From an optimization exercise on the open Yosys and OpenROAD flow, aimed at small area, a short achievable clock period and few clock cycles; shortcuts taken in it are not production practice.
At most, simulation tests tie the RTL to the original design; equivalence was not proved.
Power is estimated from default activity; no workload was simulated.

==> flow/design.v <==
module Div (
    input wire clk,
    input wire reset_total,
    input wire reset_local,
    input wire [31:0] dividend_in,
    input wire [31:0] divisor_in,
    output reg zero_division_flag,
    output wire [31:0] remainder_out,
    output wire [31:0] quotient_out,
    output wire done
);
    function [6:0] lzc32;
        input [31:0] x;
        reg [15:0] v1; reg [15:0] c1;
        reg [7:0]  v2; reg [15:0] c2;
        reg [3:0]  v3; reg [11:0] c3;
        reg [1:0]  v4; reg [7:0]  c4;
        reg        v5; reg [4:0]  c5;
        integer k;
        begin
            for (k = 0; k < 16; k = k + 1) begin
                v1[k] = x[31-2*k] | x[30-2*k];
                c1[k] = ~x[31-2*k];
            end
            for (k = 0; k < 8; k = k + 1) begin
                v2[k] = v1[2*k] | v1[2*k+1];
                c2[2*k+:2] = v1[2*k] ? {1'b0, c1[2*k]} : {1'b1, c1[2*k+1]};
            end
            for (k = 0; k < 4; k = k + 1) begin
                v3[k] = v2[2*k] | v2[2*k+1];
                c3[3*k+:3] = v2[2*k] ? {1'b0, c2[4*k+:2]} : {1'b1, c2[4*k+2+:2]};
            end
            for (k = 0; k < 2; k = k + 1) begin
                v4[k] = v3[2*k] | v3[2*k+1];
                c4[4*k+:4] = v3[2*k] ? {1'b0, c3[6*k+:3]} : {1'b1, c3[6*k+3+:3]};
            end
            v5 = v4[0] | v4[1];
            c5 = v4[0] ? {1'b0, c4[3:0]} : {1'b1, c4[7:4]};
            lzc32 = {v5, ~v5, c5 & {5{v5}}};    
        end
    endfunction
    wire        sa = dividend_in[31];
    wire        sb = divisor_in[31];
    wire        ca = sa & ~&(dividend_in[31:1] | ~dividend_in[30:0]);
    wire [6:0]  la = lzc32(sa ? {~dividend_in[30:0], 1'b1} : dividend_in);
    wire [6:0]  lb = lzc32(divisor_in ^ {32{sb}});
    wire [4:0]  lb5 = lb[4:0] | {5{lb[5]}};
    wire        bz = ~sb & ~lb[6];
    wire [6:0]  cmp = {1'b0, la[5:0]} + {2'b11, ~lb5} + {6'd0, ca};
    wire        trivial = ~cmp[6];
    reg  [31:0] r;       
    reg  [31:0] q;       
    reg  [32:0] d;       
    reg  [4:0]  za;      
    reg  [4:0]  zb;      
    reg         zc;      
    reg         run;     
    reg         p2;      
    reg         sr;      
    reg         sq;      
    wire [32:0] rx = {r[31], r};
    wire [32:0] d2 = {d[32], d[32:1]};
    wire [32:0] t = rx + d + 33'd1;
    wire        tz = &(rx ^ d);
    wire        ge = sr ? (t[32] | tz) : ~t[32];
    wire [32:0] t2 = rx + d2 + 33'd1;
    wire        tz2 = &(rx ^ d2);
    wire        ge2 = sr ? (t2[32] | tz2) : ~t2[32];
    wire [4:0]  s = zb + ~za + {4'd0, ~zc};
    reg  [32:0] d_sh;
    integer i;
    always @* begin
        d_sh = d;
        for (i = 0; i < 5; i = i + 1)
            if (s[i]) d_sh = (d_sh << (1 << i)) | ~({33{1'b1}} << (1 << i));
    end
    wire        go = ~trivial & ~bz;
    wire        step = run & ~p2;
    wire        last = (za == 5'd0);
    wire        take = run & ge & (~p2 | sq);
    wire        take2 = step & ~ge & ~last & ge2;
    always @(posedge clk) begin
        if (reset_local)
            r <= dividend_in & {32{~bz}};
        else if (take)
            r <= t[31:0];
        else if (take2)
            r <= t2[31:0];
        if (reset_local)
            d <= (sa ^ sb) ? {sb, divisor_in} - 33'd1 : ~{sb, divisor_in};
        else if (p2)
            d <= d_sh;
        else if (ge)
            d <= d2;
        else
            d <= {{2{d[32]}}, d[32:2]};
        if (reset_total) begin
            run <= 1'b0;
            p2 <= 1'b0;
        end else if (reset_local) begin
            run <= go;
            p2 <= go;
            za <= la[4:0];
            zb <= lb5;
            zc <= ca;
            q <= 32'd0;
            sr <= sa;
            sq <= sa ^ sb;
            zero_division_flag <= bz;
        end else if (p2) begin
            p2 <= 1'b0;
            za <= s;
            if (!ge) run <= 1'b0;
            q <= {32{sq & ge}};
        end else if (run) begin
            if (ge | last) begin
                q <= {q[30:0], ge ^ sq};
                za <= za - 5'd1;
                if (last) run <= 1'b0;
            end else begin
                q <= {q[29:0], sq, ge2 ^ sq};
                za <= za - 5'd2;
                if (za == 5'd1) run <= 1'b0;
            end
        end
    end
    assign done = ~run;
    assign quotient_out  = q;
    assign remainder_out = r;
endmodule
clock: 6.0 ns
lec_check: 0
abc_area: 1
cap_margin: 20
core_margin: 2
core_utilization: 60
cts_buf_list: sky130_fd_sc_hd__clkbuf_4 sky130_fd_sc_hd__clkbuf_8
cts_cluster_size: 20
setup_slack_margin: 3.2
slew_margin: 20
standard.sh (not shown) runs the stock make flow with config.mk's settings and CLKGATE_MAP_FILE= SYNTH_SCRIPT=/design/flow/synth_recipe.tcl, a recipe that flattens the netlist after the stock synthesis.
==> flow/flow/run.sh <==
#!/bin/bash
# Standard layout (the standard.sh) with these changes:
# - adders keep Yosys's default carry-lookahead mapping instead of the
#   Kogge-Stone extra map, and are not turned into half/full adder cells, so
#   ABC maps them;
# - the port buffers are the smallest buffer cell (repair_timing upsizes the
#   ones on critical paths).
set -euo pipefail
export ADDER_MAP_FILE=
export SYNTH_OPERATIONS_ARGS=-nordff
export BUFFER_PORTS_ARGS="-buffer_cell sky130_fd_sc_hd__buf_1"
bash standard.sh > flow_make.log 2>&1
Rerun with:
--- a/flow/design.v
+++ b/flow/design.v
@@ -59,13 +59,9 @@
     reg         sr;      
     reg         sq;      
     wire [32:0] rx = {r[31], r};
-    wire [32:0] d2 = {d[32], d[32:1]};
     wire [32:0] t = rx + d + 33'd1;
     wire        tz = &(rx ^ d);
     wire        ge = sr ? (t[32] | tz) : ~t[32];
-    wire [32:0] t2 = rx + d2 + 33'd1;
-    wire        tz2 = &(rx ^ d2);
-    wire        ge2 = sr ? (t2[32] | tz2) : ~t2[32];
     wire [4:0]  s = zb + ~za + {4'd0, ~zc};
     reg  [32:0] d_sh;
     integer i;
@@ -74,26 +70,20 @@
         for (i = 0; i < 5; i = i + 1)
             if (s[i]) d_sh = (d_sh << (1 << i)) | ~({33{1'b1}} << (1 << i));
     end
+    wire        start = reset_local & ~reset_total;
     wire        go = ~trivial & ~bz;
-    wire        step = run & ~p2;
-    wire        last = (za == 5'd0);
     wire        take = run & ge & (~p2 | sq);
-    wire        take2 = step & ~ge & ~last & ge2;
     always @(posedge clk) begin
         if (reset_local)
             r <= dividend_in & {32{~bz}};
         else if (take)
             r <= t[31:0];
-        else if (take2)
-            r <= t2[31:0];
         if (reset_local)
             d <= (sa ^ sb) ? {sb, divisor_in} - 33'd1 : ~{sb, divisor_in};
         else if (p2)
             d <= d_sh;
-        else if (ge)
-            d <= d2;
         else
-            d <= {{2{d[32]}}, d[32:2]};
+            d <= {d[32], d[32:1]};
         if (reset_total) begin
             run <= 1'b0;
             p2 <= 1'b0;
@@ -113,15 +103,9 @@
             if (!ge) run <= 1'b0;
             q <= {32{sq & ge}};
         end else if (run) begin
-            if (ge | last) begin
-                q <= {q[30:0], ge ^ sq};
-                za <= za - 5'd1;
-                if (last) run <= 1'b0;
-            end else begin
-                q <= {q[29:0], sq, ge2 ^ sq};
-                za <= za - 5'd2;
-                if (za == 5'd1) run <= 1'b0;
-            end
+            q <= {q[30:0], ge ^ sq};
+            za <= za - 5'd1;
+            if (za == 5'd0) run <= 1'b0;
         end
     end
     assign done = ~run;
Effect:
- first-iteration DRC count falls by 40%
- total power shrinks by 60%
- setup slack is better by 210 ps
- die area drops by 18%
- fmax climbs by 7.5%
- wire length went down by 32%
Testbench counts after the change, summed over its fixed seeds: cycles 22,792.
For the first run of this note, only the layout was checked, not whether the RTL still works.

[what the ideal ports hide]
Ports are ideal in the flow. The routed layouts listed here were re-timed in OpenROAD.
Step 1 sets driving cells, clkbuf_16 on the clock port and buf_2 on the other inputs (assumed; they add their load-dependent delay and slew).
Step 2, shift: input delay + t, output delay - t, t = (earliest + latest rising clock arrival at the registers) / 2. This alone moves slack from input paths to output paths.
Three values: ideal ports, drivers, drivers and shift; two values: the first two.
run	t, ns	slack for setup (ns)	hold WS [ns]	clock arrival spread, ns	worst register clock-pin slew, ns
the first run	0.508	3.026 / 3.026 / 2.645	0.568 / 0.568 / 0.568	0.020 / 0.021	0.10 / 0.10
the second run	0.499	3.232 / 3.223 / 2.723	0.523 / 0.523 / 0.523	0.023 / 0.023	0.09 / 0.09
After both steps setup and hold are still met in every run listed. For the second run, which loses most, drivers alone change the setup slack by -0.009 ns; drivers and shift together by -0.509 ns.
